This design comes from an exercise in tuning for small area on the open sky130 flow, not from production work. RTL that was checked went through simulation tests only; none was proved equivalent to the original. For run 5, only the layout was checked, not whether the RTL still works. Power and IR drop assume default switching activity.

**flow/standard.sh**
```bash
#!/bin/bash
# synth_recipe.tcl (not shown) runs the flow's synth.tcl, then flattens the netlist and writes it again
# the make line also repeats each setting of config.mk as NAME=value (left out here)
make -C /OpenROAD-flow-scripts/flow DESIGN_CONFIG=/design/flow/config.mk WORK_HOME=/design/flow/orfs CLKGATE_MAP_FILE= SYNTH_SCRIPT=/design/flow/synth_recipe.tcl "${@:-finish}"
```
**flow/flow/run.sh**
```bash
#!/bin/bash
# Standard ORFS layout (the standard.sh) with three changes:
#  - port buffers use the smallest buffer cell instead of the resizer's pick
#  - after global placement, gates with timing slack are downsized
#    (flow/pre_resize.tcl) before the usual repair_design
#  - clock tree synthesis without dummy loads
set -euo pipefail
export BUFFER_PORTS_ARGS="-buffer_cell sky130_fd_sc_hd__buf_1"
export PRE_RESIZE_TCL="$PWD/flow/pre_resize.tcl"
export CTS_ARGS="-sink_clustering_enable -repair_clock_nets -dont_use_dummy_load -buf_list sky130_fd_sc_hd__clkbuf_4 -sink_clustering_size 10 -sink_clustering_max_diameter 40"
bash standard.sh > standard.log 2>&1
```
**flow/constraint.sdc**
```tcl
create_clock -name core_clock -period 10.0 [get_ports {i_clk}]
set_input_delay 2.0000 -clock core_clock [delete_from_list [all_inputs] [get_ports {i_clk}]]
set_output_delay 2.0000 -clock core_clock [all_outputs]
set_load 0.01 [all_outputs]
```
**flow/flow/pre_resize.tcl**
```tcl
# Downsize gates off the critical paths before repair_design runs (resize.tcl
# calls repair_design right after this hook, fixing any slew or cap left over).
estimate_parasitics -placement
set_dont_use $::env(DONT_USE_CELLS)
repair_timing -recover_power 100 -verbose
```
**flow/design.v**
```verilog
`timescale 1ns / 1ps
module apb_spi_top(
    input  wire        i_clk,
    input  wire        i_rst_n,
    input  wire        i_psel,
    input  wire        i_pwrite,
    input  wire        i_penable,
    input  wire [31:0] i_paddr,
    input  wire [31:0] i_pwdata,
    output wire [31:0] o_prdata,
    output wire        o_pready,
    output wire        o_pslverr,
    input  wire        i_MISO,
    output reg         o_MOSI,
    output reg         o_SCLK,
    output wire        o_SS0,
    output wire        o_SS1,
    output wire        o_SS2,
    output wire        o_SS3,
    output wire        o_int
);
    localparam [1:0] ST_IDLE = 2'd0, ST_LOAD = 2'd1, ST_XFER = 2'd2, ST_DONE = 2'd3;
    wire        page = (i_paddr[31:12] == 20'h40002);
    wire [11:0] off  = i_paddr[11:0];
    wire        acc  = i_psel & i_penable & page;
    wire        wr   = acc & i_pwrite;
    wire        rd   = acc & ~i_pwrite;
    wire s_lcr = (off == 12'h000);
    wire s_dlr = (off == 12'h004);
    wire s_ier = (off == 12'h008);
    wire s_tbr = (off == 12'h010);
    wire s_rbr = (off == 12'h014);
    reg  [1:0] state;
    reg  [5:0] m;         
    wire busy = (state != ST_IDLE);
    wire st_load = (state == ST_LOAD);
    wire st_xfer = (state == ST_XFER);
    reg  [5:0] lcr;
    reg  [7:0] dlr;
    reg  [3:0] ier;
    wire wls  = lcr[0];
    wire cpol = lcr[1];
    wire cpha = lcr[2];
    wire cdte = lcr[3];
    reg  [15:0] tring [0:15];
    reg  [15:0] rring [0:15];
    reg  [3:0]  xh, rh;
    reg  [4:0]  xc, rc;
    reg  [15:0] tbr;
    reg  [15:0] rx_sh;    
    reg         tx_push, tx_pend, rx_pop, rx_wr, rx_p2;
    wire        done = st_xfer & m[5] & ~m[0];
    reg  [7:0] cnt;       
    wire z      = (cnt == 8'd0);
    wire toggle = st_xfer & ~done & z;
    wire shedge = m[0] ^ cpha;
    wire t_empty = (xc == 5'd0);
    wire t_full  = xc[4];
    wire r_empty = (rc == 5'd0);
    wire r_full  = rc[4];
    wire tbr_w   = wr & s_tbr & ~t_full;
    wire [3:0] xtail = xh + xc[3:0];
    wire [3:0] rtail = rh + rc[3:0];
    wire t0    = (xc == {4'd0, st_load});
    wire t_ins = (tx_push & ~t0 & ~xtail[0]) | tx_pend;
    wire t_now = tx_push & t0;
    wire [3:0] rt1  = rtail + 1'b1;
    wire p_t    = (rtail == 4'd0) | (rtail == 4'd3) | (rtail == 4'd6) | (rtail == 4'd9) | (rtail == 4'd12) | (rtail == 4'd15);
    wire p_t1   = (rt1 == 4'd0) | (rt1 == 4'd3) | (rt1 == 4'd6) | (rt1 == 4'd9) | (rt1 == 4'd12) | (rt1 == 4'd15);
    wire r_acc1 = rx_wr & ~r_full & ~p_t;         
    wire r_k0   = (rc == {4'd0, rx_pop});
    wire r_reph = r_acc1 & ~p_t1 & r_k0;
    wire r_ins  = (((done & (~r_full | rx_pop)) | r_acc1) & p_t1) | rx_p2;
    wire [3:0] r_tg = rx_p2 ? rtail : rt1;
    reg  [15:0] thead;
    reg         thv;
    reg         sl;       
    wire fs      = toggle & ~shedge & ~sl;
    wire th_ring = (~thv | fs) & (xh == 4'd15) & ~t_empty;
    wire [15:0] rsel;
    wire [15:0] rhead;
    spi_dec16 u_rdec (.i_a(rh), .o_y(rsel));
    spi_ohmux16 u_rmux (.i_sel(rsel), .i_d({rring[15], rring[14], rring[13], rring[12], rring[11], rring[10], rring[9], rring[8],
                                             rring[7], rring[6], rring[5], rring[4], rring[3], rring[2], rring[1], rring[0]}), .o_q(rhead));
    integer k;
    always @(posedge i_clk) begin
        if (tbr_w) tbr <= i_pwdata[15:0];
        if (th_ring) thead <= tring[15];
        tring[0] <= tring[15];
        if (r_ins && r_tg == 4'd0) rring[0] <= rx_sh;
        else                       rring[0] <= rring[15];
        for (k = 1; k < 16; k = k + 1) begin
            if (k & 1) tring[k] <= ~(((t_ins && (xtail[3:1] == (k >> 1))) || (t_now && k == 15)) ? (((k >> 1) & 1) ? ~tbr : tbr)
                                                                           : tring[k-1]);
            else       tring[k] <= tring[k-1];
            if ((k % 3 == 0) && ((r_ins && r_tg == k) || (r_reph && k == 15))) rring[k] <= rx_sh;
            else                                                               rring[k] <= rring[k-1];
        end
    end
    always @(posedge i_clk or negedge i_rst_n) begin
        if (!i_rst_n) begin
            xc <= 5'd0; rc <= 5'd0;
            xh <= 4'd0; rh <= 4'd0;
            tx_push <= 1'b0; tx_pend <= 1'b0; rx_pop <= 1'b0; rx_p2 <= 1'b0;
            thv <= 1'b0;
        end else begin
            xh <= t_now ? 4'd15 : xh + 1'b1 + st_load;
            rh <= r_reph ? 4'd15 : rh + 1'b1 + rx_pop;
            if (th_ring)          thv <= 1'b1;
            else if (fs)          thv <= 1'b0;
            tx_push <= tbr_w;
            tx_pend <= tx_push & ~t0 & xtail[0];
            rx_pop  <= rd & s_rbr & ~r_empty;
            rx_p2   <= r_acc1 & ~p_t1 & ~r_k0;
            if (tx_push & ~st_load)      xc <= xc + 1'b1;
            else if (~tx_push & st_load) xc <= xc - 1'b1;
            if (rx_wr & ~r_full & ~rx_pop)    rc <= rc + 1'b1;
            else if (~(rx_wr & ~r_full) & rx_pop) rc <= rc - 1'b1;
        end
    end
    always @(posedge i_clk or negedge i_rst_n) begin
        if (!i_rst_n) begin
            lcr <= 6'd0; dlr <= 8'd0; ier <= 4'd0;
        end else begin
            if (wr & s_lcr & ~busy) lcr <= i_pwdata[5:0];
            if (wr & s_dlr & ~busy) dlr <= i_pwdata[7:0];
            if (wr & s_ier)         ier <= i_pwdata[3:0];
        end
    end
    assign o_pready  = 1'b1;
    assign o_pslverr = (wr & busy & ((s_lcr & (i_pwdata[5:0] != lcr)) |
                                     (s_dlr & (i_pwdata[7:0] != dlr))))
                     | (acc & (off >= 12'h018));
    reg [31:0] rdata;
    always @(*) begin
        case (off)
            12'h000: rdata = {26'd0, lcr};
            12'h004: rdata = {24'd0, dlr};
            12'h008: rdata = {28'd0, ier};
            12'h00C: rdata = {28'd0, r_full, r_empty, t_full, t_empty};
            12'h010: rdata = 32'd0;
            12'h014: rdata = {16'd0, rhead};
            default: rdata = 32'hFFFF_FFFF;
        endcase
    end
    assign o_prdata = page ? rdata : 32'd0;
    assign o_int = (t_empty & ier[0]) | (t_full & ier[1]) | (r_empty & ier[2]) | (r_full & ier[3]);
    wire can_go = ~t_empty & ~r_full;
    always @(posedge i_clk or negedge i_rst_n) begin
        if (!i_rst_n) begin
            state <= ST_IDLE;
        end else begin
            case (state)
                ST_IDLE: if (can_go) state <= ST_LOAD;
                ST_LOAD: state <= ST_XFER;
                ST_XFER: if (done) state <= ~cdte ? ST_DONE : (can_go ? ST_LOAD : ST_IDLE);
                ST_DONE: if (m == 6'd59) state <= ST_IDLE;
            endcase
        end
    end
    always @(posedge i_clk) begin
        cnt <= (z | st_load) ? dlr : cnt - 1'b1;
        if (st_load)     m <= wls ? 6'd30 : 6'd14;
        else if (toggle | (state == ST_DONE)) m <= m - 1'b1;
        if (st_load) sl <= 1'b0;
        else if (toggle & ~shedge) sl <= 1'b1;
        if (toggle & ~shedge)
            rx_sh <= sl ? {rx_sh[14:8], rx_sh[7] & wls, rx_sh[6:0], i_MISO}
                        : {thead[14:8], thead[7] & wls, thead[6:0], i_MISO};
    end
    always @(posedge i_clk or negedge i_rst_n) begin
        if (!i_rst_n) begin
            o_SCLK <= 1'b0;
            o_MOSI <= 1'b0;
            rx_wr  <= 1'b0;
        end else begin
            rx_wr <= done;
            if (!st_xfer)    o_SCLK <= cpol;
            else if (toggle) o_SCLK <= ~o_SCLK;
            if (st_load & ~cpha)                o_MOSI <= wls ? thead[15] : thead[7];
            else if (toggle & shedge & ~m[5])   o_MOSI <= sl ? (wls ? rx_sh[15] : rx_sh[7]) : (wls ? thead[15] : thead[7]);
        end
    end
    wire ss_act = st_load | st_xfer;
    assign o_SS0 = ~(ss_act & (lcr[5:4] == 2'd0));
    assign o_SS1 = ~(ss_act & (lcr[5:4] == 2'd1));
    assign o_SS2 = ~(ss_act & (lcr[5:4] == 2'd2));
    assign o_SS3 = ~(ss_act & (lcr[5:4] == 2'd3));
endmodule
module spi_dec16(input wire [3:0] i_a, output wire [15:0] o_y);
    wire [3:0] lo, hi;
    spi_dec4 u_lo (.i_a(i_a[1:0]), .o_y(lo));
    spi_dec4 u_hi (.i_a(i_a[3:2]), .o_y(hi));
    spi_and4x4 u_and (.i_lo(lo), .i_hi(hi), .o_y(o_y));
endmodule
module spi_dec4(input wire [1:0] i_a, output wire [3:0] o_y);
    assign o_y = 4'd1 << i_a;
endmodule
module spi_and4x4(input wire [3:0] i_lo, input wire [3:0] i_hi, output wire [15:0] o_y);
    genvar i;
    generate for (i = 0; i < 16; i = i + 1) begin : g_and
        assign o_y[i] = i_lo[i % 4] & i_hi[i / 4];
    end endgenerate
endmodule
module spi_ohmux16(input wire [15:0] i_sel, input wire [255:0] i_d, output wire [15:0] o_q);
    genvar b;
    generate for (b = 0; b < 16; b = b + 1) begin : g_bit
        wire [5:0] g;
        spi_aoi222 u_g0 (.i_a({i_d[16*2+b],  i_d[16*1+b],  i_d[16*0+b]}),  .i_s(i_sel[2:0]),   .o_y(g[0]));
        spi_aoi222 u_g1 (.i_a({i_d[16*5+b],  i_d[16*4+b],  i_d[16*3+b]}),  .i_s(i_sel[5:3]),   .o_y(g[1]));
        spi_aoi222 u_g2 (.i_a({i_d[16*8+b],  i_d[16*7+b],  i_d[16*6+b]}),  .i_s(i_sel[8:6]),   .o_y(g[2]));
        spi_aoi222 u_g3 (.i_a({i_d[16*11+b], i_d[16*10+b], i_d[16*9+b]}),  .i_s(i_sel[11:9]),  .o_y(g[3]));
        spi_aoi222 u_g4 (.i_a({i_d[16*14+b], i_d[16*13+b], i_d[16*12+b]}), .i_s(i_sel[14:12]), .o_y(g[4]));
        assign g[5] = ~(i_d[16*15+b] & i_sel[15]);
        spi_nand6 u_n (.i_a(g), .o_y(o_q[b]));
    end endgenerate
endmodule
module spi_aoi222(input wire [2:0] i_a, input wire [2:0] i_s, output wire o_y);
    assign o_y = ~((i_a[0] & i_s[0]) | (i_a[1] & i_s[1]) | (i_a[2] & i_s[2]));
endmodule
module spi_nand6(input wire [5:0] i_a, output wire o_y);
    assign o_y = ~&i_a;
endmodule
```
**flow/config.mk**
```make
export PLATFORM = sky130hd
export DESIGN_NAME = apb_spi_top
export DESIGN_NICKNAME = apb_spi_top
export VERILOG_FILES = /design/flow/design.v
export SDC_FILE = /design/flow/constraint.sdc
export NUM_CORES = 4
export LEC_CHECK = 0
export CAP_MARGIN = 0
export CORE_MARGIN = 2
export CORE_UTILIZATION = 70
export CTS_BUF_LIST = sky130_fd_sc_hd__clkbuf_4
export CTS_CLUSTER_DIAMETER = 40
export CTS_CLUSTER_SIZE = 10
export PLACE_DENSITY = 0.85
export SLEW_MARGIN = 0
export SYNTH_HIERARCHICAL = 1
export SYNTH_MINIMUM_KEEP_SIZE = 0
```
==> results of run 1 <==
## where the power goes
part	internal, W	switching [W]
sequential	0.00252	0.0000211
combinational	0.0000699	0.0000974
clock	0.000338	0.000712
## cells in the mapped netlist (24+ instances only)
| master | n |
|---|---|
| mux2_2 | 123 |
| nand2_1 | 84 |
| o21ai_0 | 40 |
| a21oi_1 | 65 |
| ha_1 | 30 |
| dfrtp_1 | 46 |
| dfxtp_1 | 521 |
| buf_4 | 29 |
| nand3_1 | 27 |
| inv_1 | 24 |
| edfxtp_1 | 54 |
| mux2i_1 | 69 |
| nor2_1 | 75 |
| a222oi_1 | 82 |
| xnor2_1 | 30 |
## worst max-delay path: stages
cell and delay [ns]:
buf_1 0.07, nor4_1 0.25, nand2_1 0.11, nor3_1 0.85, nand2b_1 0.27, nor2_1 0.85, a21o_1 0.24, buf_1 0.15
## flip-flops by register name (all words and copies together), names as in the netlist, 2 cells and up
name   count
rring    256
tring    256
rx_sh     16
tbr       16
thead     16
cnt        8
dlr        8
lcr        6
m          6
rc         5
xc         5
ier        4
rh         4
xh         4
state      2
## per-module statistics from Yosys, one instance, submodules excluded, excerpt
| module | cells inside | copies in the design |
|---|---|---|
| apb_spi_top | 1390 | 1 |
| spi_and4x4 | 16 | 1 |
| spi_aoi222 | 1 | 80 |
| spi_dec4 | 4 | 2 |
| spi_nand6 | 2 | 16 |
| spi_ohmux16 | 18 | 1 |
## worst max path at each step
| stage | slack, ns | end | startpoint | cells after the start |
|---|---|---|---|---|
| 6_report | 3.19 | o_prdata[12] | i_paddr[9] | 8 |
| 5_1_grt | 2.91 | o_prdata[12] | i_paddr[9] | 8 |
| 4_1_cts | 3.17 | o_prdata[11] | i_paddr[9] | 8 |
| 3_5_place_dp | 3.20 | o_prdata[11] | i_paddr[9] | 8 |
| 3_3_place_gp | 3.19 | o_prdata[8] | i_paddr[9] | 8 |
| 2_1_floorplan | 4.00 | o_prdata[17] | i_paddr[18] | 6 |
## stage by stage
step | total power, W | utilization [%]
2_1_floorplan | 0.00271 | -
3_3_place_gp | 0.00275 | 72.6
3_5_place_dp | 0.00276 | 72.3
4_1_cts | 0.00378 | 74.2
5_1_grt | 0.00391 | 74.2
6_report | 0.00376 | 74.2
## kinds of logic (layout without fill, tap and decap cells)
logic type      after synthesis  after routing  share of synthesized area (%)
xor+xnor                     51             51                           2.32
other cells                   1              2                         0.0185
mux                         204            204                           11.2
fa+ha+maj                    34             34                           2.25
buf+inv                      97            209                           2.68
simple gates                309            309                           8.06
compound gates              227            227                           8.30
flops                       621            621                           65.2
## cell type report
cell class                      instances  area (µm²)  share of cell area (%)
Sequential cell                       621       13200                    62.1
Tap cell                              384         480                    2.26
Inverter                               24        90.1                   0.424
Clock buffer                           73         548                    2.58
Timing Repair Buffer                  112         459                    2.16
Antenna cell                            1        2.50                  0.0118
Multi-Input combinational cell        826        6460                    30.4
## metal layers
layer,track usage (%),share of wire [%],up-vias
li1,-,-,5759
met1,35.9,43,5994
met2,45.9,49,374
met3,4.18,5.6,86
met4,10.4,3.0,0
met5,0,0,-
==> metrics.md, run 1 <==
| Metric | Value |
|---|---|
| Status | `complete, no violations` |
| Share of cells above drive strength 1 | `14.1%` |
| Main flop type after synthesis | `dfxtp_1` |
| Achievable frequency | `147 MHz` |
| Reg clk slew, reported paths | `0.10 ns` |
| Netlist cell types | `71` |
| Critical path arrival | `4.81 ns` |
| Nets | `1762` |
| Max_cap viols | `0` |
| RR Startpoint | `rc[0]` |
| Normalized max-slew margin | `7.77%` |
| Post-Syn Instances | `1544` |
| Vias | `12200` |
| Residual DRC count | `0` |
| Setup TNS Final | `0 ns` |
| Commonest non-fill, non-tap cell in the layout | `dfxtp_1` |
| Routed wire length | `40.9 mm` |
| Post-DRT Antenna Nets | `0` |
| Hold Vio Cnt, Final | `0` |
| Latest clock arrival within the worst-skew pair | `0.73 ns` |
| Clock H-tree levels | `3` |
| Post-synth top area cell | `dfxtp_1` |
| Post-detailed-route wirelength per cell | `20.0 µm` |
| Dpl cell area | `20700 µm²` |
| Number of synthesized flops with an enable pin | `54` |
| Hpwl dp | `26.0 mm` |
| Worst Hold Endpoint | `tring[12][4]` |
| Die Area | `30300 µm²` |
| DR iter-0 viols | `1129` |
| VDD IR max | `0.137 mV` |
| CTS tree | `built` |
| Startpoint types | `input pin` |
| CTS root buffer | `clkbuf_4` |
| Reg-to-reg endpoint | `rring[6][0]` |
| Post-Syn Area | `20200 µm²` |
| R2R setup slack | `5.01 ns` |
| WHS | `0.281 ns` |
| CP Class | `in2out` |
| Seq/Total Area, Yosys | `65.2%` |
| Hold WC Path Type | `reg2reg` |
| Min-Delay Path Depth | `0` |
| Hold Path Origin | `tring[11][4]` |
| Layout area overhead | `4.92%` |
| Post-synth top area share | `51.5%` |
| Fin. max-slew vios | `0` |
| Leak | `8.42 nW` |
| CP required | `8.00 ns` |
| Drt first pass iters | `7` |
| Critical Path End Type | `output port` |
| Worst-Margin Slew | `1.38 ns` |
| # resized after CTS | `0` |
| Power density cells | `177 nW/µm²` |
| Starting density of the core | `70.7%` |
| Final Wtd Congestion | `0.874` |
| RSZ-0062 raised after global routing | `no` |
| Number of filler cells placed in the layout | `1902` |
| Die width | `174 µm` |
| CP Max Fanout | `11` |
| First-pass GRT wire length | `65.6 mm` |
| Post-synthesis register bit count | `621` |
| IO buf count | `93` |
| TritonCTS Buffers | `73` |
| Final setup violation count | `0` |
| Hold buffers post-CTS | `0` |
| Final Cell Area | `21200 µm²` |
| Clock skew | `0.135 ns` |
| Syn nets | `1648` |
| Vias in the first global route | `12500` |
| Setup bufs post-CTS | `0` |
| Vias per inst | `5.98` |
| Largest net degree at the start of global routing | `34` |
| Final min period | `6.81 ns` |
| Fin crit share | `68.1%` |
| # clock sinks | `621` |
| Yosys warning count | `9` |
| Ys async rst share | `7.41%` |
| Pre-CTS WS | `3.20 ns` |
| Die Span Y | `174 µm` |
| Clock Path Buffers | `3` |
| Core area | `28600 µm²` |
| Synth top area cells | `dfxtp_1 52%, edfxtp_1 8.0%, mux2_2 6.8%` |
| GRT Util Overall | `27.3%` |
| Dpl cells | `1967` |
| GR Overflow Total | `0` |
| Register-to-Register Path Depth | `12` |
| Commonest non-fill, non-tap cells in the layout | `521 x dfxtp_1, 127 x mux2_2, 84 x nand2_1, 84 x buf_1, 82 x a222oi_1` |
| Cell Count, Final, Fillers Out | `2041` |
| Worst setup margin | `3.19 ns` |
| Row count | `62` |
| Mean cell area of the mapped netlist | `13.1 µm²` |
| I/O pin total | `111` |
| Antenna violations before repair | `1` |
==> inputs of run 2 (changes only) <==
--- a/flow/design.v
+++ b/flow/design.v
@@ -84,6 +84,11 @@
                                              rring[7], rring[6], rring[5], rring[4], rring[3], rring[2], rring[1], rring[0]}), .o_q(rhead));
     integer k;
     always @(posedge i_clk) begin
+        tx_push <= tbr_w;
+        tx_pend <= tx_push & ~t0 & xtail[0];
+        rx_pop  <= rd & s_rbr & ~r_empty;
+        rx_p2   <= r_acc1 & ~p_t1 & ~r_k0;
+        rx_wr   <= done;
         if (tbr_w) tbr <= i_pwdata[15:0];
         if (th_ring) thead <= tring[15];
         tring[0] <= tring[15];
@@ -101,17 +106,12 @@
         if (!i_rst_n) begin
             xc <= 5'd0; rc <= 5'd0;
             xh <= 4'd0; rh <= 4'd0;
-            tx_push <= 1'b0; tx_pend <= 1'b0; rx_pop <= 1'b0; rx_p2 <= 1'b0;
             thv <= 1'b0;
         end else begin
             xh <= t_now ? 4'd15 : xh + 1'b1 + st_load;
             rh <= r_reph ? 4'd15 : rh + 1'b1 + rx_pop;
             if (th_ring)          thv <= 1'b1;
             else if (fs)          thv <= 1'b0;
-            tx_push <= tbr_w;
-            tx_pend <= tx_push & ~t0 & xtail[0];
-            rx_pop  <= rd & s_rbr & ~r_empty;
-            rx_p2   <= r_acc1 & ~p_t1 & ~r_k0;
             if (tx_push & ~st_load)      xc <= xc + 1'b1;
             else if (~tx_push & st_load) xc <= xc - 1'b1;
             if (rx_wr & ~r_full & ~rx_pop)    rc <= rc + 1'b1;
@@ -172,9 +172,7 @@
         if (!i_rst_n) begin
             o_SCLK <= 1'b0;
             o_MOSI <= 1'b0;
-            rx_wr  <= 1'b0;
-        end else begin
-            rx_wr <= done;
+        end else begin
             if (!st_xfer)    o_SCLK <= cpol;
             else if (toggle) o_SCLK <= ~o_SCLK;
             if (st_load & ~cpha)                o_MOSI <= wls ? thead[15] : thead[7];
--- a/flow/config.mk
+++ b/flow/config.mk
@@ -11,7 +11,7 @@
 export CTS_BUF_LIST = sky130_fd_sc_hd__clkbuf_4
 export CTS_CLUSTER_DIAMETER = 40
 export CTS_CLUSTER_SIZE = 10
-export PLACE_DENSITY = 0.85
+export PLACE_DENSITY = 0.75
 export SLEW_MARGIN = 0
 export SYNTH_HIERARCHICAL = 1
 export SYNTH_MINIMUM_KEEP_SIZE = 0
==> metrics.md, run 2 <==
| Metric | Value |
|---|---|
| Latest clock arrival within the worst-skew pair | `0.73 ns (about the same)` |
| Setup TNS Final | `0 ns (unchanged)` |
| TritonCTS Buffers | `75 (+2.7%)` |
| Mean cell area of the mapped netlist | `13.1 µm² (-0.31%)` |
| Share of cells above drive strength 1 | `14.4% (+0.29 points)` |
| Reg clk slew, reported paths | `0.09 ns (about the same)` |
| Post-detailed-route wirelength per cell | `20.2 µm (+1.0%)` |
| # resized after CTS | `0 (unchanged)` |
| Critical Path End Type | `output port` |
| Routed wire length | `41.2 mm (+0.77%)` |
| Multi-input gate area | `6370 µm² (-1.5%)` |
| Switching Fraction | `22.0% (-0.059 points)` |
| Register share of total power | `67.7% (about the same)` |
| Fin crit share | `66.2% (-1.9 points)` |
| Syn nets | `1642 (-0.36%)` |
| Drt first pass iters | `7 (unchanged)` |
| Starting density of the core | `70.6% (-0.11 points)` |
| GRT Util Overall | `27.6% (+0.31 points)` |
| Dpl cells | `1960 (-0.36%)` |
| RSZ-0062 raised after global routing | `no` |
| Setup bufs post-CTS | `0 (unchanged)` |
| Final Wtd Congestion | `0.882 (+0.87%)` |
| Final min period | `6.62 ns (-0.194 ns)` |
| Critical path arrival | `4.62 ns (-0.19 ns)` |
| Clock skew | `0.138 ns (+0.00299 ns)` |
| Post-Syn Instances | `1538 (-0.39%)` |
| Final setup violation count | `0 (unchanged)` |
| Hpwl dp | `25.1 mm (-3.1%)` |
| Grt met3 use | `4.47% (+0.30 points)` |
| Register area | `13200 µm² (-0.19%)` |
| Netlist cell types | `69 (-2.8%)` |
| Post-synth top area share | `52.4% (+0.86 points)` |
| Leak | `8.46 nW (+0.47%)` |
| Status | `complete, no violations` |
| Number of synthesized flops with an enable pin | `54 (unchanged)` |
| Die Span Y | `173 µm (-0.34%)` |
| Worst-Margin Slew | `1.35 ns (-0.0339 ns)` |
| CTS tree | `built` |
| DR iter-0 viols | `1226 (+8.6%)` |
| Post-synthesis register bit count | `621 (unchanged)` |
| Clock share of power | `28.6% (+0.7 points)` |
| I/O pin total | `111 (unchanged)` |
| Residual DRC count | `0 (unchanged)` |
| Most crowded layer after global routing | `met2` |
| GR Overflow Total | `0 (unchanged)` |
| Nets | `1757 (-0.28%)` |
| VDD IR max | `0.125 mV (-8.7%)` |
| GR Util met2 | `44.8% (-1.1 points)` |
| Largest registers | `rring: 256 flops, tring: 256 flops` |
| Achievable frequency | `151 MHz (+2.9%)` |
| Vias | `12200 (+0.13%)` |
| CP Class | `in2out` |
| Hold buffers post-CTS | `0 (unchanged)` |
| Commonest non-fill, non-tap cell in the layout | `dfxtp_1` |
| Hold Vio Cnt, Final | `0 (unchanged)` |
| CTS root buffer | `clkbuf_4` |
| WHS | `0.306 ns (+0.0251 ns)` |
| Post-synth top area cell | `dfxtp_1` |
| Sw Pwr | `0.000827 W (-0.43%)` |
| Ys async rst share | `6.60% (-0.81 points)` |
| # clock sinks | `621 (unchanged)` |
| Final Cell Area | `21100 µm² (-0.47%)` |
| Number of filler cells placed in the layout | `2035 (+7.0%)` |
| Dpl cell area | `20600 µm² (-0.55%)` |
| Row count | `62 (unchanged)` |
| Combinational share of power | `3.7% (-0.8 points)` |
| Die Area | `30100 µm² (-0.68%)` |
| Met1 usage | `37.5% (+1.6 points)` |
| Vias in the first global route | `12000 (-3.6%)` |
| Commonest non-fill, non-tap cells in the layout | `526 x dfxtp_1, 128 x mux2_2, 85 x buf_1` |
| Vias per inst | `6.01 (+0.38%)` |
| Startpoint types | `input pin` |
| Clock H-tree levels | `3 (unchanged)` |
| Main flop type after synthesis | `dfxtp_1` |
| Die width | `173 µm (-0.34%)` |
| Clock Path Buffers | `3 (unchanged)` |
| Yosys warning count | `9 (unchanged)` |
| Synth top cells by count | `526 x dfxtp_1, 128 x mux2_2, 82 x a222oi_1, 82 x nor2_1, 77 x nand2_1` |
| Layout area overhead | `5.17%` |
| Power density cells | `177 nW/µm² (+0.30%)` |
| Max_cap viols | `0 (unchanged)` |
| Normalized max-slew margin | `9.76% (+2.0 points)` |
| Int Power | `0.00293 W (about the same)` |
| Core area | `28500 µm² (-0.54%)` |
| Total power | `0.00375 W (-0.16%)` |
| Fin. max-slew vios | `0 (unchanged)` |
| Seq/Total Area, Yosys | `65.5% (+0.33 points)` |
| CP required | `8.00 ns (about the same)` |
| Count leader, synth | `dfxtp_1` |
| Cell Count, Final, Fillers Out | `2036 (-0.24%)` |
| CP Max Fanout | `9 (-2)` |
| IO buf count | `93 (unchanged)` |
| First-pass GRT wire length | `65.3 mm (-0.50%)` |
| Synth top area cells | `dfxtp_1 52%, edfxtp_1 8.1%, mux2_2 7.2%` |
| Hold WC Path Type | `reg2reg` |
| Largest net degree at the start of global routing | `36 (+5.9%)` |
| Antenna violations before repair | `1 (unchanged)` |
| Post-DRT Antenna Nets | `0 (unchanged)` |
| Post-Syn Area | `20100 µm² (-0.70%)` |
run 2: critical path, stage by stage:
cell     delay, ns
buf_1         0.07
nor4_1        0.37
nand2_1       0.16
or4_1         0.47
nor3b_1       0.77
a22oi_1       0.23
o31a_1        0.29
nor2_1        0.08
buf_1         0.17
run 2: cell families (layout without fill, tap and decap cells):
logic type / count (synthesis) / in the layout / share of synthesized area, %
buffers and inverters: 96 / 209 / 2.46
DFF: 621 / 621 / 65.5
xor gates and xnor gates: 51 / 51 / 2.36
AOI/OAI and AO/OA: 223 / 223 / 8.24
adders and majority gates: 34 / 34 / 2.26
and+or+nand+nor: 307 / 307 / 8.00
other: 1 / 2 / 0.0186
muxes: 205 / 205 / 11.1
run 2: Yosys stat by module, one instance, submodules excluded, excerpt:
| module | cells | area [µm²] |
|---|---|---|
| apb_spi_top | 1384 | 18800 |
| spi_and4x4 | 16 | 100 |
| spi_ohmux16 | 18 | 98.8 |
| spi_dec4 | 4 | 26.3 |
| spi_nand6 | 2 | 13.8 |
| spi_aoi222 | 1 | 10.0 |
run 2: layer usage:
layer | wire length, µm | vias to the layer above
li1 | - | 5752
met1 | 18200 | 5978
met2 | 19000 | 391
met3 | 2560 | 108
met4 | 1410 | 0
met5 | 0 | -
run 2: stage by stage:
step           util, %  worst slack (ns)
3_5_place_dp      72.3              3.46
3_3_place_gp      72.5              3.66
6_report          74.3              3.38
5_1_grt           74.3              3.11
2_1_floorplan        -              4.12
4_1_cts           74.3              3.45
run 2: power groups by stage:
stage | registers, W | logic [W] | clock network (W)
5_1_grt | 0.00254 | 0.000157 | 0.00120
2_1_floorplan | 0.00259 | 0.0000980 | 0
3_3_place_gp | 0.00260 | 0.000131 | 0
3_5_place_dp | 0.00260 | 0.000137 | 0
6_report | 0.00254 | 0.000138 | 0.00107
4_1_cts | 0.00254 | 0.000138 | 0.00110
run 2: area by class of cell:
class,instances,share of cell area [%]
Clock buffer,75,2.66
Multi-Input combinational cell,821,30.1
Inverter,27,0.479
Antenna cell,1,0.0118
Sequential cell,621,62.3
Timing Repair Buffer,107,2.15
Tap cell,384,2.27
run 2: path summary, 6_finish.rpt:
| path | startpoint | end | slack (ns) | depth (start not counted) |
|---|---|---|---|---|
| max reg2reg | rc[0] | rring[6][2] | 5.32 | 11 |
| max in group asynchronous | i_rst_n | rc[2] | 8.23 | 3 |
| min | tring[9][13] | tring[10][13] | 0.31 | 0 |
| max | i_paddr[9] | o_pslverr | 3.38 | 9 |
| min in group asynchronous | i_rst_n | xc[3] | 1.23 | 2 |
| min reg2reg | tring[9][13] | tring[10][13] | 0.31 | 0 |
==> inputs of run 3 (changes only) <==
--- a/flow/config.mk
+++ b/flow/config.mk
@@ -11,7 +11,7 @@
 export CTS_BUF_LIST = sky130_fd_sc_hd__clkbuf_4
 export CTS_CLUSTER_DIAMETER = 40
 export CTS_CLUSTER_SIZE = 10
-export PLACE_DENSITY = 0.75
+export PLACE_DENSITY = 0.85
 export SLEW_MARGIN = 0
 export SYNTH_HIERARCHICAL = 1
 export SYNTH_MINIMUM_KEEP_SIZE = 0
==> metrics.md, run 3 <==
| Metric | Value |
|---|---|
| Core Util, Final | `74.2% (about the same)` |
| Mean cell area of the mapped netlist | `13.1 µm² (unchanged)` |
| CTS root buffer | `clkbuf_4` |
| Post-synthesis xor/xnor area fraction | `2.36% (unchanged)` |
| Post-synth top area cell | `dfxtp_1` |
| Reg clk slew, reported paths | `0.09 ns (about the same)` |
| Setup bufs post-CTS | `0 (unchanged)` |
| Crit path cell chain | `buf_1 > nor4_1 > nand2_1 > or4_1 > nor3b_1 > a22oi_1 > o31a_1 > nor2_1 > buf_1` |
| Multiplexer share of the synthesized area | `11.1% (unchanged)` |
| Clock H-tree levels | `3 (unchanged)` |
| Adder-cell area share of the yosys netlist | `2.26% (unchanged)` |
| Compound-Gate Fraction of Synth Area | `8.24% (unchanged)` |
| Number of synthesized flops with an enable pin | `54 (unchanged)` |
| Leak | `8.44 nW (-0.12%)` |
| Main flop type after synthesis | `dfxtp_1` |
| Synth top cells by count | `526 x dfxtp_1, 128 x mux2_2, 82 x a222oi_1, 82 x nor2_1, 77 x nand2_1` |
| Setup TNS Final | `0 ns (unchanged)` |
| Hpwl dp | `25.6 mm (+1.7%)` |
| Commonest non-fill, non-tap cells in the layout | `526 x dfxtp_1, 129 x mux2_2, 86 x buf_1` |
| # clock sinks | `621 (unchanged)` |
| CP Class | `in2out` |
| Achievable frequency | `152 MHz (+0.69%)` |
| Vias per inst | `5.97 (-0.66%)` |
| Antenna violations before repair | `1 (unchanged)` |
| Count leader, synth | `dfxtp_1` |
| Status | `complete, no violations` |
| Ys async rst share | `6.60% (unchanged)` |
| Number of filler cells placed in the layout | `1885 (-7.4%)` |
| Most crowded layer after global routing | `met2` |
| Crit path top cell by count | `buf_1` |
| GR Overflow Total | `0 (unchanged)` |
| TritonCTS Buffers | `75 (unchanged)` |
| Max_cap viols | `0 (unchanged)` |
| CP max stage cell | `nor3b_1` |
| IO buf count | `93 (unchanged)` |
| Fin. max-slew vios | `0 (unchanged)` |
| Hold WC Path Type | `reg2reg` |
| Die width | `173 µm (unchanged)` |
| Startpoint types | `input pin` |
| Largest net degree at the start of global routing | `34 (-5.6%)` |
| Post-detailed-route wirelength per cell | `20.2 µm (-0.22%)` |
| Power density cells | `178 nW/µm² (+0.18%)` |
| Commonest non-fill, non-tap cell in the layout | `dfxtp_1` |
| First-pass GRT wire length | `65.6 mm (+0.49%)` |
| I/O pin total | `111 (unchanged)` |
| Clock skew | `0.0810 ns (-0.0574 ns)` |
| CP required | `8.00 ns (about the same)` |
| Row count | `62 (unchanged)` |
| Final Wtd Congestion | `0.875 (-0.73%)` |
| Final setup violation count | `0 (unchanged)` |
| Hold buffers post-CTS | `0 (unchanged)` |
| CP Max Fanout | `9 (unchanged)` |
| Grt met3 use | `5.00% (+0.53 points)` |
| Seq/Total Area, Yosys | `65.5% (unchanged)` |
| Layout area overhead | `5.11% (about the same)` |
| Largest family of logic cells by synthesized area | `multiplexers` |
| Synth top area cells | `dfxtp_1 52%, edfxtp_1 8.1%, mux2_2 7.2%` |
| Largest registers | `rring: 256 flops, tring: 256 flops` |
| Critical Path End Type | `output port` |
| Post-DRT Antenna Nets | `0 (unchanged)` |
| Drt first pass iters | `8 (+1)` |
| Fin crit share | `65.7% (-0.45 points)` |
| Starting density of the core | `70.6% (unchanged)` |
| GR Util met2 | `46.1% (+1.3 points)` |
| Clock Path Buffers | `3 (unchanged)` |
| Residual DRC count | `0 (unchanged)` |
| GRT Util Overall | `27.5% (-0.049 points)` |
| Latest clock arrival within the worst-skew pair | `0.70 ns (-0.03 ns)` |
| WHS | `0.290 ns (-0.0161 ns)` |
| Critical path arrival | `4.57 ns (-0.05 ns)` |
| Final min period | `6.57 ns (-0.0450 ns)` |
| Yosys warning count | `9 (unchanged)` |
| CTS tree | `built` |
| VDD IR max | `0.137 mV (+9.5%)` |
| Met1 usage | `36.2% (-1.3 points)` |
| Worst-Margin Slew | `1.37 ns (+0.0226 ns)` |
| Share of cells above drive strength 1 | `14.1% (-0.28 points)` |
| Post-Synth Simple-Gate Area | `8.00% (unchanged)` |
| RSZ-0062 raised after global routing | `no` |
| Die Span Y | `173 µm (unchanged)` |
| Max stage delay on crit path | `0.77 ns (about the same)` |
| Hold Vio Cnt, Final | `0 (unchanged)` |
| Routed wire length | `41.0 mm (-0.32%)` |
| Netlist cell types | `69 (unchanged)` |
| # resized after CTS | `0 (unchanged)` |
| DR iter-0 viols | `1427 (+16%)` |
| Vias in the first global route | `12300 (+2.1%)` |
| Nets | `1754 (-0.17%)` |
| Post-synth top area share | `52.4% (unchanged)` |
| Core area | `28500 µm² (unchanged)` |
| Post-synthesis register bit count | `621 (unchanged)` |
| Normalized max-slew margin | `8.53% (-1.2 points)` |
| Post-Syn Instances | `1538 (unchanged)` |
| Die Area | `30100 µm² (unchanged)` |
| Post-Syn Area | `20100 µm² (unchanged)` |
| Vias | `12100 (-0.76%)` |
| Syn nets | `1642 (unchanged)` |
run 3: cell counts after synthesis:
Identical to the previous run, type by type.
run 3: logic make-up (layout without fill, tap and decap cells):
family	after synthesis	in the layout
DFF	621	621
buffers and inverters	96	206
xor gates and xnor gates	51	51
muxes	205	205
other	1	3
AOI/OAI and AO/OA	223	223
adders and majority gates	34	34
and+or+nand+nor	307	307
run 3: layout make-up:
class / count / area [µm²] / share of cell area (%)
Multi-Input combinational cell: 821 / 6360 / 30.1
Sequential cell: 621 / 13200 / 62.3
Clock buffer: 75 / 563 / 2.66
Antenna cell: 2 / 5.00 / 0.0237
Timing Repair Buffer: 104 / 449 / 2.13
Tap cell: 384 / 480 / 2.27
Inverter: 27 / 101 / 0.479
run 3: worst paths after layout:
kind / slack [ns] / to / start / depth (start not counted)
max: 3.43 / o_pslverr / i_paddr[9] / 9
min: 0.29 / tring[6][6] / tring[5][6] / 0
max reg2reg: 5.31 / rring[6][10] / rh[0] / 11
min reg2reg: 0.29 / tring[6][6] / tring[5][6] / 0
max in group asynchronous: 8.32 / rh[1] / i_rst_n / 2
min in group asynchronous: 1.13 / xh[2] / i_rst_n / 1
run 3: worst max-delay path, delay by kind of cell:
family	cells	cell delay [ns]
AOI/OAI and AO/OA	2	0.46
buffers and inverters	2	0.23
and+or+nand+nor	5	1.88
run 3: where the power goes:
group | leakage, nW | internal (W) | switching, W
Combinational | 2.56 | 0.0000592 | 0.0000792
Sequential | 5.54 | 0.00252 | 0.0000195
Clock | 0.345 | 0.000347 | 0.000732
run 3: per-module statistics from Yosys (local to each module, per instance), excerpt:
module / area (µm²) / cells / flip-flops and latches / copies in the design
spi_and4x4: 100 / 16 / 0 / 1
spi_ohmux16: 98.8 / 18 / 0 / 1
spi_dec4: 26.3 / 4 / 0 / 2
spi_nand6: 13.8 / 2 / 0 / 16
spi_aoi222: 10.0 / 1 / 0 / 80
apb_spi_top: 18800 / 1384 / 621 / 1
run 3: stage by stage:
| stage | setup slack, ns | area (µm²) | total power, W | std cells |
|---|---|---|---|---|
| detailed placement | 3.46 | 20600 | 0.00273 | 1957 |
| global route | 3.13 | 21100 | 0.00390 | 2034 |
| floorplan | 4.12 | 20100 | 0.00269 | 1538 |
| CTS | 3.46 | 21100 | 0.00378 | 2032 |
| global placement | 3.64 | 20600 | 0.00273 | 1952 |
| finish | 3.43 | 21100 | 0.00376 | 2034 |
run 3: metal layers:
layer  part of all wire [%]  routed length (µm)
met2                     49               20000
met1                     43               17700
met5                      0                   0
met4                    2.6                1060
met3                    5.7                2330
==> inputs of run 4 (changes only) <==
--- a/flow/config.mk
+++ b/flow/config.mk
@@ -11,6 +11,7 @@
 export CTS_BUF_LIST = sky130_fd_sc_hd__clkbuf_4
 export CTS_CLUSTER_DIAMETER = 40
 export CTS_CLUSTER_SIZE = 10
+export GPL_TIMING_DRIVEN = 0
 export PLACE_DENSITY = 0.85
 export SLEW_MARGIN = 0
 export SYNTH_HIERARCHICAL = 1
==> metrics.md, run 4 <==
| Metric | Value |
|---|---|
| RSZ-0062 raised after global routing | `no` |
| Commonest non-fill, non-tap cells in the layout | `526 x dfxtp_1, 129 x mux2_2, 89 x buf_1` |
| TritonCTS Buffers | `74 (-1.3%)` |
| # resized after CTS | `0 (unchanged)` |
| Final min period | `6.75 ns (+0.183 ns)` |
| Clock Path Buffers | `3 (unchanged)` |
| Clock skew | `0.0915 ns (+0.0105 ns)` |
| Hold WC Path Type | `reg2reg` |
| Total power | `0.00374 W (-0.53%)` |
| RR Startpoint | `rc[0]` |
| Drt first pass iters | `8 (unchanged)` |
| CP required | `8.00 ns (about the same)` |
| Ys async rst share | `6.60% (unchanged)` |
| Latest clock arrival within the worst-skew pair | `0.70 ns (about the same)` |
| Final setup violation count | `0 (unchanged)` |
| Synth top area cells | `dfxtp_1 52%, edfxtp_1 8.1%, mux2_2 7.2%` |
| First-pass GRT wire length | `66.5 mm (+1.4%)` |
| Post-Syn Instances | `1538 (unchanged)` |
| Yosys warning count | `9 (unchanged)` |
| Netlist cell types | `69 (unchanged)` |
| Largest net degree at the start of global routing | `35 (+2.9%)` |
| Largest registers | `rring: 256 flops, tring: 256 flops` |
| Post-DRT Antenna Nets | `0 (unchanged)` |
| Status | `complete, no violations` |
| Main flop type after synthesis | `dfxtp_1` |
| Count leader, synth | `dfxtp_1` |
| Worst setup margin | `3.25 ns (-0.183 ns)` |
| Post-Syn Area | `20100 µm² (unchanged)` |
| Syn nets | `1642 (unchanged)` |
| Normalized max-slew margin | `9.10% (+0.58 points)` |
| Synth top cells by count | `526 x dfxtp_1, 128 x mux2_2, 82 x a222oi_1, 82 x nor2_1, 77 x nand2_1` |
| CTS root buffer | `clkbuf_4` |
| Critical Path End Type | `output port` |
| Die Area | `30100 µm² (unchanged)` |
| Pre-CTS WS | `3.31 ns (-0.155 ns)` |
| Achievable frequency | `148 MHz (-2.7%)` |
| Power density cells | `174 nW/µm² (-1.9%)` |
| GR Overflow Total | `0 (unchanged)` |
| Nets | `1814 (+3.4%)` |
| Post-detailed-route wirelength per cell | `19.6 µm (-2.7%)` |
| Startpoint types | `input pin` |
| Hold buffers post-CTS | `0 (unchanged)` |
| IO buf count | `92 (-1.1%)` |
| Mean cell area of the mapped netlist | `13.1 µm² (unchanged)` |
| Multi-input gate area | `6340 µm² (-0.31%)` |
| Hold Vio Cnt, Final | `0 (unchanged)` |
| Starting density of the core | `70.6% (unchanged)` |
| Core area | `28500 µm² (unchanged)` |
| Die Span Y | `173 µm (unchanged)` |
| Critical path arrival | `4.75 ns (+0.18 ns)` |
| Reg clk slew, reported paths | `0.10 ns (about the same)` |
| Row count | `62 (unchanged)` |
| VDD IR max | `0.134 mV (-1.6%)` |
| Register area | `13200 µm² (unchanged)` |
| Residual DRC count | `0 (unchanged)` |
| Setup bufs post-CTS | `0 (unchanged)` |
| I/O pin total | `111 (unchanged)` |
| Post-synthesis register bit count | `621 (unchanged)` |
| GRT Util Overall | `27.8% (+0.31 points)` |
| Fin crit share | `67.5% (+1.8 points)` |
| Commonest non-fill, non-tap cell in the layout | `dfxtp_1` |
| CTS tree | `built` |
| Post-synth top area cell | `dfxtp_1` |
| Dpl cell area | `20900 µm² (+1.5%)` |
| Final Cell Area | `21400 µm² (+1.4%)` |
| Hold Path Origin | `tring[1][7]` |
| # clock sinks | `621 (unchanged)` |
| Clock H-tree levels | `3 (unchanged)` |
| Share of cells above drive strength 1 | `15.1% (+0.97 points)` |
| Vias per inst | `5.92 (-0.83%)` |
| Final Wtd Congestion | `0.868 (-0.82%)` |
| Vias | `12400 (+2.1%)` |
| Seq/Total Area, Yosys | `65.5% (unchanged)` |
| CP Max Fanout | `9 (unchanged)` |
| Number of filler cells placed in the layout | `1873 (-0.64%)` |
| Post-synth top area share | `52.4% (unchanged)` |
| Max_cap viols | `0 (unchanged)` |
| Antenna violations before repair | `1 (unchanged)` |
| Leak | `8.62 nW (+2.0%)` |
| DR iter-0 viols | `1260 (-12%)` |
| Worst-Margin Slew | `1.36 ns (-0.0114 ns)` |
| Die width | `173 µm (unchanged)` |
| Routed wire length | `41.1 mm (+0.13%)` |
| Vias in the first global route | `12700 (+3.7%)` |
| Fin. max-slew vios | `0 (unchanged)` |
| CP Class | `in2out` |
| Worst setup startpoint | `i_paddr[9]` |
| Number of synthesized flops with an enable pin | `54 (unchanged)` |
| Layout area overhead | `6.55%` |
| Setup TNS Final | `0 ns (unchanged)` |
| Hpwl dp | `27.3 mm (+7.0%)` |
-- run 4: cell counts after synthesis --
No cell type changed its count.
-- run 4: worst max-delay path: stages --
cell and delay (ns):
buf_1 0.07, nor4_1 0.37, nand2_1 0.19, or4_1 0.49
nor3b_1 0.82, a22oi_1 0.23, o31a_1 0.29, nor2_1 0.12
buf_1 0.17
-- run 4: path summary, 6_finish.rpt --
kind	endpoint	slack [ns]	cells past startpoint
worst min register to register	tring[2][7]	0.32	0
worst max register to register	rring[15][6]	5.20	12
worst min-delay path	tring[2][7]	0.32	0
min in group asynchronous	xh[2]	1.12	1
max in group asynchronous	ier[0]	8.29	2
worst max-delay path	o_pslverr	3.25	9
-- run 4: cell type report --
class                   count  area share [%]
inverters                  27           0.473
repair buffers             96            1.90
flip-flops and latches    621            61.5
clock buffers              74            2.59
multi-input cells         821            29.6
well taps                 384            2.24
plain buffers              69            1.68
diodes                      1          0.0117
-- run 4: metrics by stage --
stage | instances | hold WS, ns | util, %
6_report | 2093 | 0.316 | 75.3
2_1_floorplan | 1538 | 0.310 | -
4_1_cts | 2092 | 0.301 | 75.2
3_3_place_gp | 2014 | 0.310 | 73.5
3_5_place_dp | 2018 | 0.312 | 73.3
5_1_grt | 2093 | 0.319 | 75.3
-- run 4: report_power, final --
group	total [W]	leakage (nW)	switching [W]	internal [W]
logic	0.000139	2.74	0.0000795	0.0000597
clock network	0.00106	0.340	0.000716	0.000342
registers	0.00254	5.54	0.0000202	0.00252
total	0.00374	8.62	0.000815	0.00292
-- run 4: cells by family (layout without fill, tap and decap cells) --
group	Yosys count	in the layout	synth area share, %
adder cells (fa/ha/maj)	34	34	2.26
AO/OA/AOI/OAI	223	223	8.24
multiplexers	205	205	11.1
flip-flops	621	621	65.5
AND/OR/NAND/NOR	307	307	8.00
other	1	2	0.0186
buffers and inverters	96	266	2.46
XOR/XNOR	51	51	2.36
-- run 4: per-layer routing --
metal / track usage, % / wire (µm) / up-vias
li1: - / - / 5858
met1: 36.3 / 17600 / 6023
met2: 46.7 / 20000 / 411
met3: 4.61 / 2370 / 93
met4: 11.2 / 1210 / 0
met5: 0.481 / 0 / -
-- run 4: per-module statistics from Yosys, one instance, submodules excluded, a selection --
module | flops+latches | copies in the design | cells
spi_and4x4 | 0 | 1 | 16
spi_ohmux16 | 0 | 1 | 18
apb_spi_top | 621 | 1 | 1384
spi_nand6 | 0 | 16 | 2
spi_aoi222 | 0 | 80 | 1
spi_dec4 | 0 | 2 | 4
==> inputs of run 5 (changes only) <==
--- a/flow/design.v
+++ b/flow/design.v
@@ -62,8 +62,15 @@
     wire [3:0] xtail = xh + xc[3:0];
     wire [3:0] rtail = rh + rc[3:0];
     wire t0    = (xc == {4'd0, st_load});
-    wire t_ins = (tx_push & ~t0 & ~xtail[0]) | tx_pend;
     wire t_now = tx_push & t0;
+    wire [3:0] xt1 = xtail + 1'b1;
+    wire p_x   = (xtail == 4'd1) | (xtail == 4'd4) | (xtail == 4'd7) | (xtail == 4'd10) | (xtail == 4'd13) | (xtail == 4'd15);
+    wire p_x1  = (xt1 == 4'd1) | (xt1 == 4'd4) | (xt1 == 4'd7) | (xt1 == 4'd10) | (xt1 == 4'd13) | (xt1 == 4'd15);
+    wire t_ina = tbr_w & p_x1;                    
+    wire t_acc1 = tx_push & ~t0 & ~p_x;           
+    wire t_ins = t_ina | (t_acc1 & p_x1) | tx_pend;
+    wire [3:0] t_tg = tx_pend ? xtail : xt1;
+    wire [15:0] t_src = t_ina ? i_pwdata[15:0] : tbr;
     wire [3:0] rt1  = rtail + 1'b1;
     wire p_t    = (rtail == 4'd0) | (rtail == 4'd3) | (rtail == 4'd6) | (rtail == 4'd9) | (rtail == 4'd12) | (rtail == 4'd15);
     wire p_t1   = (rt1 == 4'd0) | (rt1 == 4'd3) | (rt1 == 4'd6) | (rt1 == 4'd9) | (rt1 == 4'd12) | (rt1 == 4'd15);
@@ -85,19 +92,29 @@
     integer k;
     always @(posedge i_clk) begin
         tx_push <= tbr_w;
-        tx_pend <= tx_push & ~t0 & xtail[0];
+        tx_pend <= t_acc1 & ~p_x1;
         rx_pop  <= rd & s_rbr & ~r_empty;
         rx_p2   <= r_acc1 & ~p_t1 & ~r_k0;
         rx_wr   <= done;
         if (tbr_w) tbr <= i_pwdata[15:0];
         if (th_ring) thead <= tring[15];
         tring[0] <= tring[15];
+        tring[2] <= tring[1];
+        tring[3] <= tring[2];
+        tring[5] <= tring[4];
+        tring[6] <= tring[5];
+        tring[8] <= tring[7];
+        tring[9] <= tring[8];
+        tring[11] <= tring[10];
+        tring[12] <= tring[11];
+        tring[14] <= tring[13];
         if (r_ins && r_tg == 4'd0) rring[0] <= rx_sh;
         else                       rring[0] <= rring[15];
         for (k = 1; k < 16; k = k + 1) begin
-            if (k & 1) tring[k] <= ~(((t_ins && (xtail[3:1] == (k >> 1))) || (t_now && k == 15)) ? (((k >> 1) & 1) ? ~tbr : tbr)
-                                                                           : tring[k-1]);
-            else       tring[k] <= tring[k-1];
+            if (k == 1 || k == 7 || k == 13)
+                tring[k] <= ~((t_ins && t_tg == k) ? t_src : tring[k-1]);
+            if (k == 4 || k == 10 || k == 15)
+                tring[k] <= ~(((t_ins && t_tg == k) || (t_now && k == 15)) ? ~t_src : tring[k-1]);
             if ((k % 3 == 0) && ((r_ins && r_tg == k) || (r_reph && k == 15))) rring[k] <= rx_sh;
             else                                                               rring[k] <= rring[k-1];
         end
--- a/flow/config.mk
+++ b/flow/config.mk
@@ -11,7 +11,6 @@
 export CTS_BUF_LIST = sky130_fd_sc_hd__clkbuf_4
 export CTS_CLUSTER_DIAMETER = 40
 export CTS_CLUSTER_SIZE = 10
-export GPL_TIMING_DRIVEN = 0
 export PLACE_DENSITY = 0.85
 export SLEW_MARGIN = 0
 export SYNTH_HIERARCHICAL = 1
==> metrics.md, run 5 <==
| Metric | Value |
|---|---|
| Yosys warning count | `9 (unchanged)` |
| RR Startpoint | `rh[0]` |
| Drt first pass iters | `6 (-2)` |
| Hpwl dp | `27.2 mm (-0.36%)` |
| Final setup violation count | `0 (unchanged)` |
| Main flop type after synthesis | `dfxtp_1` |
| First-pass GRT wire length | `67.6 mm (+1.6%)` |
| Register-to-Register Path Depth | `12 (unchanged)` |
| Synth top cells by count | `526 x dfxtp_1, 145 x mux2_2, 121 x mux2i_1` |
| Residual DRC count | `0 (unchanged)` |
| GRT Util Overall | `27.9% (about the same)` |
| Starting density of the core | `71.6% (+0.94 points)` |
| Worst setup startpoint | `i_paddr[9]` |
| Vias in the first global route | `12700 (-0.55%)` |
| DR iter-0 viols | `1084 (-14%)` |
| Clock Path Buffers | `3 (unchanged)` |
| Die Area | `31000 µm² (+2.9%)` |
| Share of cells above drive strength 1 | `16.6% (+1.5 points)` |
| Post-detailed-route wirelength per cell | `21.1 µm (+7.4%)` |
| Routed wl met3 | `2.50 mm (+5.2%)` |
| CTS root buffer | `clkbuf_4` |
| Hold WC Path Type | `reg2reg` |
| Row count | `62 (unchanged)` |
| Top Metal Used | `met5` |
| Post-synth top area cell | `dfxtp_1` |
| Hold Path Origin | `tring[7][1]` |
| Commonest non-fill, non-tap cells in the layout | `526 x dfxtp_1, 144 x mux2_2, 121 x mux2i_1` |
| Syn nets | `1616 (-1.6%)` |
| Leak | `8.98 nW (+4.2%)` |
| Final min period | `6.96 ns (+0.202 ns)` |
| Reg-to-reg endpoint | `rring[0][7]` |
| # resized after CTS | `0 (unchanged)` |
| IO buf count | `93 (+1.1%)` |
| Post-Syn Instances | `1507 (-2.0%)` |
| Power density cells | `183 nW/µm² (+4.7%)` |
| R2R setup slack | `5.31 ns (+0.11 ns)` |
| Status | `complete, no violations` |
| Largest net degree at the start of global routing | `33 (-5.7%)` |
| Max_cap viols | `0 (unchanged)` |
| Startpoint types | `input pin` |
| Detail Route met2 WL | `20.3 mm (+1.8%)` |
| Clock H-tree levels | `3 (unchanged)` |
| Largest registers | `rring: 256 flops, tring: 256 flops` |
| Post-synthesis register bit count | `621 (unchanged)` |
| Final Wtd Congestion | `0.887 (+2.2%)` |
| Dpl cell area | `21200 µm² (+1.8%)` |
| Netlist cell types | `72 (+4.3%)` |
| TritonCTS Buffers | `76 (+2.7%)` |
| Layout area overhead | `5.40%` |
| GR Overflow Total | `0 (unchanged)` |
| Setup bufs post-CTS | `0 (unchanged)` |
| Mean cell area of the mapped netlist | `13.7 µm² (+5.1%)` |
| Die Span Y | `176 µm (+1.4%)` |
| Routed wire length | `42.6 mm (+3.7%)` |
| Worst setup margin | `3.04 ns (-0.202 ns)` |
| CP Max Fanout | `11 (+2)` |
| Die width | `176 µm (+1.4%)` |
| Seq/Total Area, Yosys | `63.6% (-1.9 points)` |
| Latest clock arrival within the worst-skew pair | `0.73 ns (+0.03 ns)` |
| Nets | `1745 (-3.8%)` |
| Post-Syn Area | `20700 µm² (+3.0%)` |
| Antenna violations before repair | `3 (+2)` |
| Vias | `12300 (-0.72%)` |
| Number of synthesized flops with an enable pin | `54 (unchanged)` |
| Met1 Wirelength | `18.6 mm (+5.7%)` |
| Clock skew | `0.113 ns (+0.0216 ns)` |
| Setup TNS Final | `0 ns (unchanged)` |
| Worst-Margin Slew | `1.46 ns (+0.0984 ns)` |
| Reg clk slew, reported paths | `0.10 ns (about the same)` |
| Post-synth top area share | `50.8% (-1.5 points)` |
| Hold Vio Cnt, Final | `0 (unchanged)` |
| Hold buffers post-CTS | `0 (unchanged)` |
| Fin. max-slew vios | `0 (unchanged)` |
| CP Class | `in2out` |
| Ys async rst share | `6.60% (unchanged)` |
| WHS | `0.283 ns (-0.0322 ns)` |
| Vias per inst | `6.09 (+2.9%)` |
| CTS tree | `built` |
| Final Cell Area | `21800 µm² (+1.9%)` |
| # clock sinks | `621 (unchanged)` |
| Commonest non-fill, non-tap cell in the layout | `dfxtp_1` |
| Critical path arrival | `4.96 ns (+0.21 ns)` |
| Critical Path End Type | `output port` |
| I/O pin total | `111 (unchanged)` |
| Synth top area cells | `dfxtp_1 51%, mux2_2 7.9%, edfxtp_1 7.8%` |
| Pre-CTS WS | `3.02 ns (-0.287 ns)` |
| VDD IR max | `0.152 mV (+13%)` |
| Core area | `28900 µm² (+1.6%)` |
| CP required | `8.00 ns (about the same)` |
| Normalized max-slew margin | `2.73% (-6.4 points)` |
| RSZ-0062 raised after global routing | `no` |
| Fin crit share | `69.6% (+2.0 points)` |
| Count leader, synth | `dfxtp_1` |
| Post-DRT Antenna Nets | `0 (unchanged)` |
| Achievable frequency | `144 MHz (-2.9%)` |
| CP endpoint | `o_prdata[8]` |
## run 5: changes by cell type after synthesis, moves of 5 or more
cell	before	now
mux2_4	1	14
ha_1	30	35
clkbuf_2	14	0
nor2_1	82	43
mux2_2	128	145
mux2i_1	72	121
o21ai_0	38	14
nand2_1	77	57
clkbuf_1	21	15
a21oi_1	67	28
## run 5: stage by stage
stage	total power, W	util [%]	cells
2_1_floorplan	0.00289	-	1507
3_3_place_gp	0.00295	73.5	1940
3_5_place_dp	0.00297	73.4	1942
4_1_cts	0.00401	75.4	2018
5_1_grt	0.00416	75.4	2019
6_report	0.00399	75.4	2020
## run 5: how the worst min path moves through the flow
stage	cells past startpoint	end
6_report	0	tring[8][1]
4_1_cts	0	tring[8][1]
3_3_place_gp	0	tring[8][8]
2_1_floorplan	0	tring[11][0]
5_1_grt	0	tring[8][1]
3_5_place_dp	0	tring[11][7]
## run 5: final cells by class
| type | instances | area [µm²] |
|---|---|---|
| clock buffer | 76 | 571 |
| timing repair buffer | 108 | 455 |
| sequential | 621 | 13200 |
| inverter | 28 | 105 |
| fill | 1840 | 7110 |
| tap | 384 | 480 |
| antenna | 2 | 5.00 |
| multi-input combinational | 801 | 7030 |
## run 5: routing by layer
layer / GRT usage, % / up-vias
li1: - / 5746
met1: 36.6 / 6002
met2: 46.4 / 440
met3: 4.82 / 106
met4: 11.1 / 2
met5: 0 / -
## run 5: Yosys stat by module, one instance, submodules excluded, a selection
module       cells inside  cell area, µm²  copies in the design  flops+latches
apb_spi_top          1353           19400                     1            621
spi_and4x4             16             100                     1              0
spi_ohmux16            18            98.8                     1              0
spi_dec4                4            26.3                     2              0
spi_nand6               2            13.8                    16              0
spi_aoi222              1            10.0                    80              0
## run 5: worst max-delay path, stage by stage
cell and delay [ns]:
buf_1 0.07, nor4_1 0.25, nand2_1 0.09, or3_1 0.50, nor3b_1 0.24, clkbuf_1 0.40, nand2_1 0.13, nor2_1 0.89
a21o_1 0.23, buf_1 0.15
## run 5: power breakdown
group          switching [W]  internal, W
sequential         0.0000433      0.00259
combinational       0.000167     0.000121
clock               0.000721     0.000351
## run 5: logic make-up after synthesis
group	count (synthesis)	synth area share, %
and+or+nand+nor	243	6.36
AOI/OAI and AO/OA	179	7.47
xor gates and xnor gates	56	2.65
other	1	0.0181
DFF	621	63.6
buffers and inverters	85	2.34
muxes	283	15.0
adders and majority gates	39	2.50

==> re-timing with driven ports <==
Ports are ideal in the flow. The routed layouts listed here were re-timed in OpenROAD. Step 1, drivers: a clkbuf_16 drives i_clk and a buf_2 each remaining input, both assumed. Step 2, shift: input delay + t, output delay - t, t = (earliest + latest rising clock arrival at the registers) / 2. This alone moves slack from input paths to output paths. a / b / c = ideal / step 1 / step 2; a / b = the first two.
run	shift t [ns]	setup slack, ns	worst setup path after step 2	worst slew at a driven data input, ns
run 1	0.709	3.189 / 3.166 / 3.166	input to output	0.04
run 2	0.700	3.383 / 3.361 / 3.361	input to output	0.05
run 3	0.721	3.428 / 3.406 / 3.406	input to output	0.06
run 4	0.715	3.246 / 3.225 / 3.225	input to output	0.04
run 5	0.726	3.043 / 3.020 / 3.020	input to output	0.06
After both steps setup and hold are still met in every run listed.
